From an optimization exercise on the open Yosys and OpenROAD flow, aimed at small area; shortcuts taken in it are not production practice. RTL that was checked went through simulation tests only; none was proved equivalent to the original.

## cpu
module cpu#(
  parameter CLOCK_HZ = 27_000_000
) (
  input  rst,
  input  clk,
  input  irq,
  output dmem_ren,
  output dmem_wen,
  output dmem_byt,
  output [14-1:0] dmem_addr,
  input  [15:0] dmem_rdata,
  output [15:0] dmem_wdata,
  output pmem_wenh, pmem_wenl,
  output [14-1:0] pmem_addr,
  input  [17:0] pmem_rdata,
  output [17:0] pmem_wdata
);
Size: roughly 640 flip-flops, ~100 I/O pins, about 30000 sq um of cells after synthesis.
clock: 11.5 ns
lec_check: 0
cap_margin: 20
core_margin: 2
core_utilization: 45
cts_buf_list: sky130_fd_sc_hd__clkbuf_8
cts_cluster_diameter: 50
cts_cluster_size: 16
slew_margin: 20
synth_hierarchical: 1
standard.sh (not shown) runs the stock make flow with config.mk's settings and CLKGATE_MAP_FILE= SYNTH_SCRIPT=/design/flow/synth_recipe.tcl, a recipe that flattens the netlist after the stock synthesis.
==> flow/flow/run.sh <==
#!/bin/bash
set -euo pipefail
bash standard.sh \
  "BUFFER_PORTS_ARGS=-buffer_cell sky130_fd_sc_hd__buf_2" \
  "CTS_ARGS=-sink_clustering_enable -repair_clock_nets -sink_clustering_size 16 -sink_clustering_max_diameter 50 -buf_list sky130_fd_sc_hd__clkbuf_8 -dont_use_dummy_load" \
  finish > flow.log 2>&1
==> next run, changes <==
--- a/flow/design.v
+++ b/flow/design.v
@@ -132,30 +132,24 @@
     mux2i_g m0(.a(x[i]), .b(x[15-i]), .s(left), .y(l0[i]));
     mux2i_g m1(.a(l0[i]), .b(i + 1 < 16 ? l0[i+1] : ~fill), .s(n[0]), .y(l1[i]));
     mux2i_g m2(.a(l1[i]), .b(i + 2 < 16 ? l1[i+2] : fill), .s(n[1]), .y(l2[i]));
     mux2i_g m3(.a(l2[i]), .b(i + 4 < 16 ? l2[i+4] : ~fill), .s(n[2]), .y(l3[i]));
     mux2i_g m4(.a(l3[i]), .b(i + 8 < 16 ? l3[i+8] : fill), .s(n[3]), .y(l4[i]));
   end
 endgenerate
 assign y = (n[15:4] != 12'd0) ? {16{fill}} : ~l4;
 endmodule
 module mux2i_g(input a, input b, input s, output y);
 assign y = ~(s ? b : a);
 endmodule
-module sel3(input u, input d, input h, input a, input b, input c, output y);
-assign y = (u & a) | (d & b) | (h & c);
-endmodule
-module rd1(input p0_n, input p0, input p1_sel, input p1, output y);
-assign y = (~p0_n & ~p0) | (p1_sel & p1);
-endmodule
 module decoder(
   input [17:0] insn,
   output sign,
   output [15:0] imm_mask,
   output [2:0] src_a,
   output [1:0] src_b,
   output [5:0] alu_sel,
   output wr_stk1,
   output pop,
   output push,
   output load_stk,
   output load_fp,
@@ -743,38 +737,36 @@
 wire set_ien  = d_set_ien & xp;
 wire clear_ien = (d_clear_ien | irq_pend) & ph_exec;
 assign dmem_ren  = ph_rdmem & d_ren;
 assign dmem_wen  = d_wen & xp;
 assign dmem_byt  = d_byt & np;
 assign pmem_wenh = d_wenh & xp;
 assign pmem_wenl = d_wenl & xp;
 logic [15:0] stack0, stack1, cstack0, alu_out, stack_in;
 logic [15:0] sp [0:15];
 logic sa;
 logic [3:0] sd;
 logic snz;                   
-wire s_rd0_n = ~(snz & ~sa);
-wire s_rd1 = snz & sa;
-rd1 s_rd[15:0] (.p0_n(s_rd0_n), .p0(sp[0]), .p1_sel(s_rd1), .p1(sp[1]), .y(stack1));
+wire [15:0] se1 = sa ? sp[1] : ~sp[0];
+assign stack1 = snz ? se1 : 16'd0;
 wire s_down = ~pop & (push | ~sa);
-wire s0_ld = load_stk;
-wire s0_po = ~load_stk & pop;
-wire s0_h  = ~load_stk & ~pop & ~push;
-wire [15:0] stack0_next;
-sel3 s0_sel[15:0] (.u(s0_ld), .d(s0_po), .h(s0_h), .a(stack_in), .b(stack1), .c(stack0), .y(stack0_next));
 always @(posedge clk, posedge rst) begin
   if (rst)
     stack0 <= 16'd0;
-  else
-    stack0 <= stack0_next;
+  else if (load_stk)
+    stack0 <= stack_in;
+  else if (pop)
+    stack0 <= stack1;
+  else if (push)
+    stack0 <= 16'd0;
 end
 always @(posedge clk, posedge rst) begin
   if (rst)
     sd <= 4'd0;
   else if (pop)
     sd <= (sd == 4'd0) ? 4'd0 : sd - 4'd1;
   else if (push)
     sd <= (sd == 4'd15) ? 4'd15 : sd + 4'd1;
 end
 always @(posedge clk, posedge rst) begin
   if (rst)
     snz <= 1'b0;
@@ -799,38 +791,34 @@
   end
 endgenerate
 integer i;
 always @(posedge clk) begin
   for (i = 0; i < 15; i = i + 1)
     sp[i] <= sp_next[i];
   sp[15] <= ~sp[14];
 end
 logic [15:0] cp [0:15];
 logic ca;
 logic [3:0] cd;
 logic cnz;                   
-wire [15:0] cstack1;
-wire c_rd0_n = ~(cnz & ~ca);
-wire c_rd1 = cnz & ca;
-rd1 c_rd[15:0] (.p0_n(c_rd0_n), .p0(cp[0]), .p1_sel(c_rd1), .p1(cp[1]), .y(cstack1));
+wire [15:0] ce1 = ca ? cp[1] : ~cp[0];
+wire [15:0] cstack1 = cnz ? ce1 : 16'd0;
 wire c_down = ~cpop & (cpush | ~ca);
-wire c0_po = ~cpush & cpop;
-wire c0_h  = ~cpush & ~cpop;
-wire [15:0] cstack0_next;
-sel3 c0_sel[15:0] (.u(cpush), .d(c0_po), .h(c0_h), .a(alu_out), .b(cstack1), .c(cstack0), .y(cstack0_next));
 always @(posedge clk, posedge rst) begin
   if (rst)
     cstack0 <= 16'd0;
-  else
-    cstack0 <= cstack0_next;
+  else if (cpush)
+    cstack0 <= alu_out;
+  else if (cpop)
+    cstack0 <= cstack1;
 end
 always @(posedge clk, posedge rst) begin
   if (rst)
     cd <= 4'd0;
   else if (cpop)
     cd <= (cd == 4'd0) ? 4'd0 : cd - 4'd1;
   else if (cpush)
     cd <= (cd == 4'd15) ? 4'd15 : cd + 4'd1;
 end
 always @(posedge clk, posedge rst) begin
   if (rst)
     cnz <= 1'b0;
Final cell count increases by 3.9%.
Synthesized cell count increases by about 7%.
Sequential cell count stays the same.
Global-route usage increases by 0.10 points.
First-iteration DRC count increases by about 5.5%.
Setup slack gets worse by 160 ps.
Utilization decreases by 0.54 points.
Final area increases by about 0.7%.
Clock skew decreases by 10 ps.
Critical path depth decreases by 2.
For the second run of this note, only the layout was checked, not whether the RTL still works.


Another version of the RTL of cpu (not shown whole).
For scale: roughly 640 flip-flops, roughly 100 I/O pins, roughly 29000 um2 of cells after synthesis.
==> module add16, before the edit <==
module add16(
  input [15:0] x,
  input [15:0] y,
  input ci,
  output [15:0] s,
  output co
);
wire [8:0] c;
assign c[0] = ci;
genvar i;
generate
  for (i = 0; i < 8; i = i + 1) begin : lo
    fa fa(.a(x[i]), .b(y[i]), .c(c[i]), .s(s[i]), .co(c[i+1]));
  end
endgenerate
wire [8:0] c0;
wire [7:0] s0;
ha ha0(.a(x[8]), .b(y[8]), .s(s0[0]), .co(c0[1]));
wire [8:0] c1;
wire [7:0] s1;
xnor_g xs1(.a(x[8]), .b(y[8]), .y(s1[0]));
or_g oc1(.a(x[8]), .b(y[8]), .y(c1[1]));
generate
  for (i = 1; i < 8; i = i + 1) begin : hi
    fa fa0(.a(x[8+i]), .b(y[8+i]), .c(c0[i]), .s(s0[i]), .co(c0[i+1]));
    fa fa1(.a(x[8+i]), .b(y[8+i]), .c(c1[i]), .s(s1[i]), .co(c1[i+1]));
  end
endgenerate
wire c8_n = ~c[8];
wire [8:0] hs0 = {c0[8], s0};
wire [8:0] hs1 = {c1[8], s1};
wire [8:0] n1, n0, hs;
genvar j;
generate
  for (j = 0; j < 9; j = j + 1) begin : pick
    nand2_g g1(.a(c[8]), .b(hs1[j]), .y(n1[j]));
    nand2_g g0(.a(c8_n), .b(hs0[j]), .y(n0[j]));
    nand2_g g2(.a(n1[j]), .b(n0[j]), .y(hs[j]));
  end
endgenerate
assign s[15:8] = hs[7:0];
assign co = hs[8];
endmodule
==> module shr16, before the edit <==
module shr16(
  input [15:0] x,
  input left,
  input fill,
  input [15:0] n,
  output [15:0] y
);
wire [15:0] l0, l1, l2, l3, l4;    
genvar i;
generate
  for (i = 0; i < 16; i = i + 1) begin : st
    mux2i_g m0(.a(x[i]), .b(x[15-i]), .s(left), .y(l0[i]));
    mux2i_g m1(.a(l0[i]), .b(i + 1 < 16 ? l0[i+1] : ~fill), .s(n[0]), .y(l1[i]));
    mux2i_g m2(.a(l1[i]), .b(i + 2 < 16 ? l1[i+2] : fill), .s(n[1]), .y(l2[i]));
    mux2i_g m3(.a(l2[i]), .b(i + 4 < 16 ? l2[i+4] : ~fill), .s(n[2]), .y(l3[i]));
    mux2i_g m4(.a(l3[i]), .b(i + 8 < 16 ? l3[i+8] : fill), .s(n[3]), .y(l4[i]));
  end
endgenerate
wire big = n[15:4] != 12'd0;
wire nbf = ~(big & fill);
o21ai_g ov[15:0] (.a1(big), .a2(l4), .b1(nbf), .y(y));
endmodule
clock: 11.5 ns
lec_check: 0
cap_margin: 10
core_margin: 2
core_utilization: 45
cts_buf_list: sky130_fd_sc_hd__clkbuf_8
cts_cluster_diameter: 50
cts_cluster_size: 16
slew_margin: 10
synth_hierarchical: 1
==> flow/flow/run.sh <==
#!/bin/bash
set -euo pipefail
bash standard.sh \
  "BUFFER_PORTS_ARGS=-buffer_cell sky130_fd_sc_hd__buf_1" \
  "CTS_ARGS=-sink_clustering_enable -repair_clock_nets -sink_clustering_size 20 -sink_clustering_max_diameter 60 -buf_list sky130_fd_sc_hd__clkbuf_8 -dont_use_dummy_load" \
  finish > flow.log 2>&1
Edit:
--- a/flow/design.v
+++ b/flow/design.v
@@ -108,20 +108,8 @@
     fa fa1(.a(x[8+i]), .b(y[8+i]), .c(c1[i]), .s(s1[i]), .co(c1[i+1]));
   end
 endgenerate
-wire c8_n = ~c[8];
-wire [8:0] hs0 = {c0[8], s0};
-wire [8:0] hs1 = {c1[8], s1};
-wire [8:0] n1, n0, hs;
-genvar j;
-generate
-  for (j = 0; j < 9; j = j + 1) begin : pick
-    nand2_g g1(.a(c[8]), .b(hs1[j]), .y(n1[j]));
-    nand2_g g0(.a(c8_n), .b(hs0[j]), .y(n0[j]));
-    nand2_g g2(.a(n1[j]), .b(n0[j]), .y(hs[j]));
-  end
-endgenerate
-assign s[15:8] = hs[7:0];
-assign co = hs[8];
+assign s[15:8] = c[8] ? s1 : s0;
+assign co = c[8] ? c1[8] : c0[8];
 endmodule
 module ha(input a, input b, output s, output co);
 assign s = a ^ b;
@@ -145,9 +133,7 @@
     mux2i_g m4(.a(l3[i]), .b(i + 8 < 16 ? l3[i+8] : fill), .s(n[3]), .y(l4[i]));
   end
 endgenerate
-wire big = n[15:4] != 12'd0;
-wire nbf = ~(big & fill);
-o21ai_g ov[15:0] (.a1(big), .a2(l4), .b1(nbf), .y(y));
+assign y = (n[15:4] != 12'd0) ? {16{fill}} : ~l4;
 endmodule
 module mux4_g(input d0, input d1, input d2, input d3, input s0, input s1, output y);
 assign y = s1 ? (s0 ? d3 : d2) : (s0 ? d1 : d0);
The new run went through all stages and came out clean.
Utilization is about the same.
Worst setup slack gets better by 0.021 ns.
Clock-buffer cell count came out higher by 1.
Cell area barely changes.
Die area came out higher by 0.42%.
Synthesized cell count came out lower by 0.58%.


== job 101 ==
Another version of the RTL of cpu (not shown whole).
Size in the first run: ~2,600 cells after synthesis, about 640 flip-flops, about 100 I/O pins, ~30,000 um^2 of cells after synthesis.
Design cpu, start of the top module:
module cpu#(
  parameter CLOCK_HZ = 27_000_000
) (
  input  rst,
  input  clk,
  input  irq,
  output dmem_ren,
  output dmem_wen,
  output dmem_byt,
  output [14-1:0] dmem_addr,
  input  [15:0] dmem_rdata,
  output [15:0] dmem_wdata,
  output pmem_wenh, pmem_wenl,
  output [14-1:0] pmem_addr,
  input  [17:0] pmem_rdata,
  output [17:0] pmem_wdata
);
logic reg1, reg2;            
logic irq_pend, ien;
logic [17:0] insn;
logic [15:0] fp, gp, ip, isr;
logic addr_d0;               
wire ph_dec   = ~reg1 & ~reg2;
wire ph_exec  =  reg1 & ~reg2;
wire ph_rdmem =  reg1 &  reg2;
wire ph_fetch = ~reg1 &  reg2;
wire ph_half  = ~reg2;       
always @(posedge clk, posedge rst) begin
  if (rst) begin
    reg1 <= 1'b1;
    reg2 <= 1'b1;
  end else begin
    reg1 <= ~reg2;
    reg2 <= reg1;
  end
end
logic sign, wr_stk1;
logic [15:0] imm_mask;
logic [2:0] d_src_a;
logic [1:0] d_src_b;
logic [5:0] d_alu;
logic d_pop, d_push, d_stk, d_fp, d_gp, d_ip, d_isr, d_cpop, d_cpush, d_byt,
  d_ren, d_wen, d_set_ien, d_clear_ien, d_call, d_wenh, d_wenl;
decoder decoder(
  .insn(insn),
  .sign(sign),
  .imm_mask(imm_mask),
  .src_a(d_src_a),
  .src_b(d_src_b),
  .alu_sel(d_alu),
  .wr_stk1(wr_stk1),
  .pop(d_pop),
  .push(d_push),
  .load_stk(d_stk),
  .load_fp(d_fp),
  .load_gp(d_gp),
  .load_ip(d_ip),
  .load_isr(d_isr),
  .cpop(d_cpop),
  .cpush(d_cpush),
  .byt(d_byt),
  .dmem_ren(d_ren),
  .dmem_wen(d_wen),
  .set_ien(d_set_ien),
  .clear_ien(d_clear_ien),
  .call(d_call),
  .pmem_wenh(d_wenh),
  .pmem_wenl(d_wenl)
);
wire irq_masked = ien & irq;
wire np = ~irq_pend;
wire xp = np & ph_exec;      
wire stk_phase = d_ren ? ph_rdmem : ph_exec;
wire pop      = d_pop & xp;
wire push     = d_push & np & stk_phase;
wire load_stk = d_stk & np & stk_phase;
wire load_fp  = d_fp & xp;
wire load_gp  = d_gp & xp;
wire load_isr = d_isr & xp;
wire load_ip  = ((d_ip | irq_pend) & ph_exec) | (ph_fetch & ~irq_masked);
wire cpop     = d_cpop & xp;
wire cpush    = (d_cpush | irq_pend) & ph_dec;
wire set_ien  = d_set_ien & xp;
wire clear_ien = (d_clear_ien | irq_pend) & ph_exec;
assign dmem_ren  = ph_rdmem & d_ren;
assign dmem_wen  = d_wen & xp;
assign dmem_byt  = d_byt & np;
assign pmem_wenh = d_wenh & xp;
  ...
==> module alu, before the edit <==
module alu(
  input [15:0] a,
  input [15:0] b,
  input [15:0] s0,
  input [15:0] s1,
  input [5:0] sel,
  output [15:0] out
);
wire is_inc = sel[5:2] == 4'b0000;
wire is_sub = sel[5] & ~sel[4] & (sel[3] | sel[0]);
wire [15:0] p = is_inc ? {14'd0, sel[1:0]} : b;
wire [15:0] q = a ^ {16{is_sub}};
wire [15:0] sum;
wire co;
add16 add(.x(p), .y(q), .ci(is_sub), .s(sum), .co(co));
wire cf = ~co;
wire zf = a == b;           
wire of = (b[15] & ~a[15] & ~sum[15]) | (~b[15] & a[15] & sum[15]);
wire lt = sum[15] ^ of;
wire left = sel[1];
wire fill = sel[0] & s1[15];
wire [15:0] sh;
shr16 shr(.x(s1), .left(left), .fill(fill), .n(s0), .y(sh));
wire [15:0] prod;
mul16 mul(.a(s1), .b(s0), .y(prod));
wire f_inc   = sel[5:2] == 4'b0000;
wire f_not   = sel == 6'b000100;
wire f_sign  = {sel[5:2], sel[0]} == 5'b00011;
wire f_exts  = sel == 6'b000110;
wire f_b     = sel[5:3] == 3'b001;
wire f_and   = sel == 6'b010000;
wire f_or    = sel == 6'b010001;
wire f_xor   = sel[5:1] == 5'b01001;
wire f_shr   = sel[5:1] == 5'b01010;
wire f_shl   = sel == 6'b010110;
wire f_add   = sel[5:1] == 5'b10000;
wire f_mul   = sel == 6'b100010;
wire f_cmp   = sel[5:3] == 3'b101;
wire f_addz  = sel[5:4] == 2'b11;
wire addz_a  = f_addz & (s0[0] ^ sel[0]);      
wire en_sum  = f_inc | f_add | (f_addz & ~addz_a);
wire [3:0] t = ({4{f_not}}  & 4'b0011)
             | ({4{f_sign | f_exts | addz_a}} & 4'b1100)
             | ({4{f_b}}    & 4'b1010)
             | ({4{f_and}}  & 4'b1000)
             | ({4{f_or}}   & 4'b1110)
             | ({4{f_xor}}  & 4'b0110);
wire [3:0] t15 = f_sign ? 4'b0011 : t;
wire [15:0] ax = {a[15:8] | {8{f_exts & a[7]}}, a[7:0]};
logic flag;
always @* begin
  case (sel[2:0])
    3'd0: flag = zf;
    3'd1: flag = ~zf;
    3'd2: flag = lt;
    3'd3: flag = lt | zf;
    3'd4: flag = cf;
    3'd5: flag = cf | zf;
    default: flag = 1'b0;
  endcase
end
wire [15:0] shl = rev16(sh);
logic [15:0] r;
integer k;
always @* begin
  for (k = 0; k < 16; k = k + 1)
    r[k] = (en_sum & sum[k])
         | lut2(k == 15 ? t15 : t, ax[k], b[k])
         | (f_shr & sh[k])
         | (f_shl & shl[k])
         | (f_mul & prod[k]);
  r[0] = r[0] | (f_cmp & flag);
end
assign out = r;
function lut2(input [3:0] tt, input x, input y);
  lut2 = (tt[3] & x & y) | (tt[2] & x & ~y) | (tt[1] & ~x & y) | (tt[0] & ~x & ~y);
endfunction
function [15:0] rev16(input [15:0] x);
  integer k;
  begin
    for (k = 0; k < 16; k = k + 1)
      rev16[k] = x[15-k];
  end
endfunction
endmodule
export LEC_CHECK = 0
export CAP_MARGIN = 20
export CORE_MARGIN = 2
export CORE_UTILIZATION = 45
export CTS_BUF_LIST = sky130_fd_sc_hd__clkbuf_8
export CTS_CLUSTER_DIAMETER = 50
export CTS_CLUSTER_SIZE = 16
export SLEW_MARGIN = 20
export SYNTH_HIERARCHICAL = 1
create_clock -name core_clock -period 11.5 [get_ports {clk}]
==> flow/flow/run.sh <==
#!/bin/bash
set -euo pipefail
bash standard.sh \
  "BUFFER_PORTS_ARGS=-buffer_cell sky130_fd_sc_hd__buf_1" \
  "CTS_ARGS=-sink_clustering_enable -repair_clock_nets -sink_clustering_size 16 -sink_clustering_max_diameter 50 -buf_list sky130_fd_sc_hd__clkbuf_8 -dont_use_dummy_load" \
  finish > flow.log 2>&1
### job 101 -> job 102
diff --git a/flow/design.v b/flow/design.v
--- a/flow/design.v
+++ b/flow/design.v
@@ -57,27 +57,24 @@
     3'd4: flag = cf;
     3'd5: flag = cf | zf;
     default: flag = 1'b0;
   endcase
 end
 wire [15:0] shl = rev16(sh);
-logic [15:0] r;
-integer k;
-always @* begin
-  for (k = 0; k < 16; k = k + 1)
-    r[k] = (en_sum & sum[k])
-         | lut2(k == 15 ? t15 : t, ax[k], b[k])
-         | (f_shr & sh[k])
-         | (f_shl & shl[k])
-         | (f_mul & prod[k]);
-  r[0] = r[0] | (f_cmp & flag);
-end
-assign out = r;
-function lut2(input [3:0] tt, input x, input y);
-  lut2 = (tt[3] & x & y) | (tt[2] & x & ~y) | (tt[1] & ~x & y) | (tt[0] & ~x & ~y);
-endfunction
+wire [15:0] lut;
+wire [15:0] lx;
+genvar k;
+generate
+  for (k = 0; k < 16; k = k + 1) begin : outbit
+    wire [3:0] tk = (k == 15) ? t15 : t;
+    mux4_g lm(.d0(tk[0]), .d1(tk[1]), .d2(tk[2]), .d3(tk[3]), .s0(b[k]), .s1(ax[k]), .y(lut[k]));
+    ao4_g om(.e1(en_sum), .d1(sum[k]), .e2(f_shr), .d2(sh[k]), .e3(f_shl), .d3(shl[k]),
+             .e4(f_mul), .d4(prod[k]), .x(lx[k]), .y(out[k]));
+  end
+endgenerate
+assign lx = {lut[15:1], lut[0] | (f_cmp & flag)};
 function [15:0] rev16(input [15:0] x);
   integer k;
   begin
     for (k = 0; k < 16; k = k + 1)
       rev16[k] = x[15-k];
   end
@@ -135,12 +132,19 @@
     mux2i_g m3(.a(l2[i]), .b(i + 4 < 16 ? l2[i+4] : ~fill), .s(n[2]), .y(l3[i]));
     mux2i_g m4(.a(l3[i]), .b(i + 8 < 16 ? l3[i+8] : fill), .s(n[3]), .y(l4[i]));
   end
 endgenerate
 assign y = (n[15:4] != 12'd0) ? {16{fill}} : ~l4;
 endmodule
+module mux4_g(input d0, input d1, input d2, input d3, input s0, input s1, output y);
+assign y = s1 ? (s0 ? d3 : d2) : (s0 ? d1 : d0);
+endmodule
+module ao4_g(input e1, input d1, input e2, input d2, input e3, input d3,
+             input e4, input d4, input x, output y);
+assign y = (e1 & d1) | (e2 & d2) | (e3 & d3) | (e4 & d4) | x;
+endmodule
 module mux2i_g(input a, input b, input s, output y);
 assign y = ~(s ? b : a);
 endmodule
 module sel3(input u, input d, input h, input a, input b, input c, output y);
 assign y = (u & a) | (d & b) | (h & c);
 endmodule
Notes after the runs:
Every run (job 102 and job 101) finished clean. | count of inverters other than clock inverters in the layout | job 102 vs job 101 | 1 higher |. Summary of the comparison: logic depth of the worst setup path including buffers is lower in job 102, relative to job 101. Diff job 102 and job 101: routed length on met1 lower in job 102. Re multiplexer area fraction after synthesis: job 102 and job 101 aren't equal, and the higher value belongs to job 102. Compared with job 101, job 102 shows a lower met3 routing resource usage after global routing. The run with more routed wire is job 101, not job 102. Job 102 vs job 101: synthesized area down slightly.

## separate check: timing with driven ports
No port has a modelled driver above. Below, the same layouts with a new extraction and two added sets of constraints.
Step 1 (the two cells are an assumption about what drives the block):
set clk [get_ports {clk}]
set_driving_cell -lib_cell sky130_fd_sc_hd__clkbuf_16 $clk
set_driving_cell -lib_cell sky130_fd_sc_hd__buf_2 [delete_from_list [all_inputs] $clk]
Step 2 times the ports against the registers' clock, not the clock port: input delays grow and output delays shrink by t, the midpoint of the rising clock arrivals with the driver on.
Slacks: ideal / step 1 / step 2; pairs: ideal / step 1.
| run | shift t [ns] | setup WS [ns] | worst register clock-pin slew, ns | worst slew at a driven data input, ns | cell pins on the clock port's net |
|---|---|---|---|---|---|
| the first run of note 1 | 0.690 | 0.530 / 0.473 / 1.163 | 0.10 / 0.10 | 0.04 | 1 |
| the second run of note 1 | 0.713 | 0.370 / 0.314 / 1.027 | 0.09 / 0.09 | 0.04 | 1 |
| the first run of note 2 | 0.724 | 0.398 / 0.332 / 1.055 | 0.12 / 0.12 | 0.12 | 1 |
| the second run of note 2 | 0.708 | 0.419 / 0.354 / 1.061 | 0.12 / 0.12 | 0.11 | 1 |
| job 101 | 0.691 | 0.392 / 0.338 / 1.028 | 0.10 / 0.10 | 0.04 | 1 |
| job 102 | 0.705 | 0.402 / 0.341 / 1.045 | 0.10 / 0.10 | 0.07 | 1 |
After both steps setup and hold are still met in every run listed.
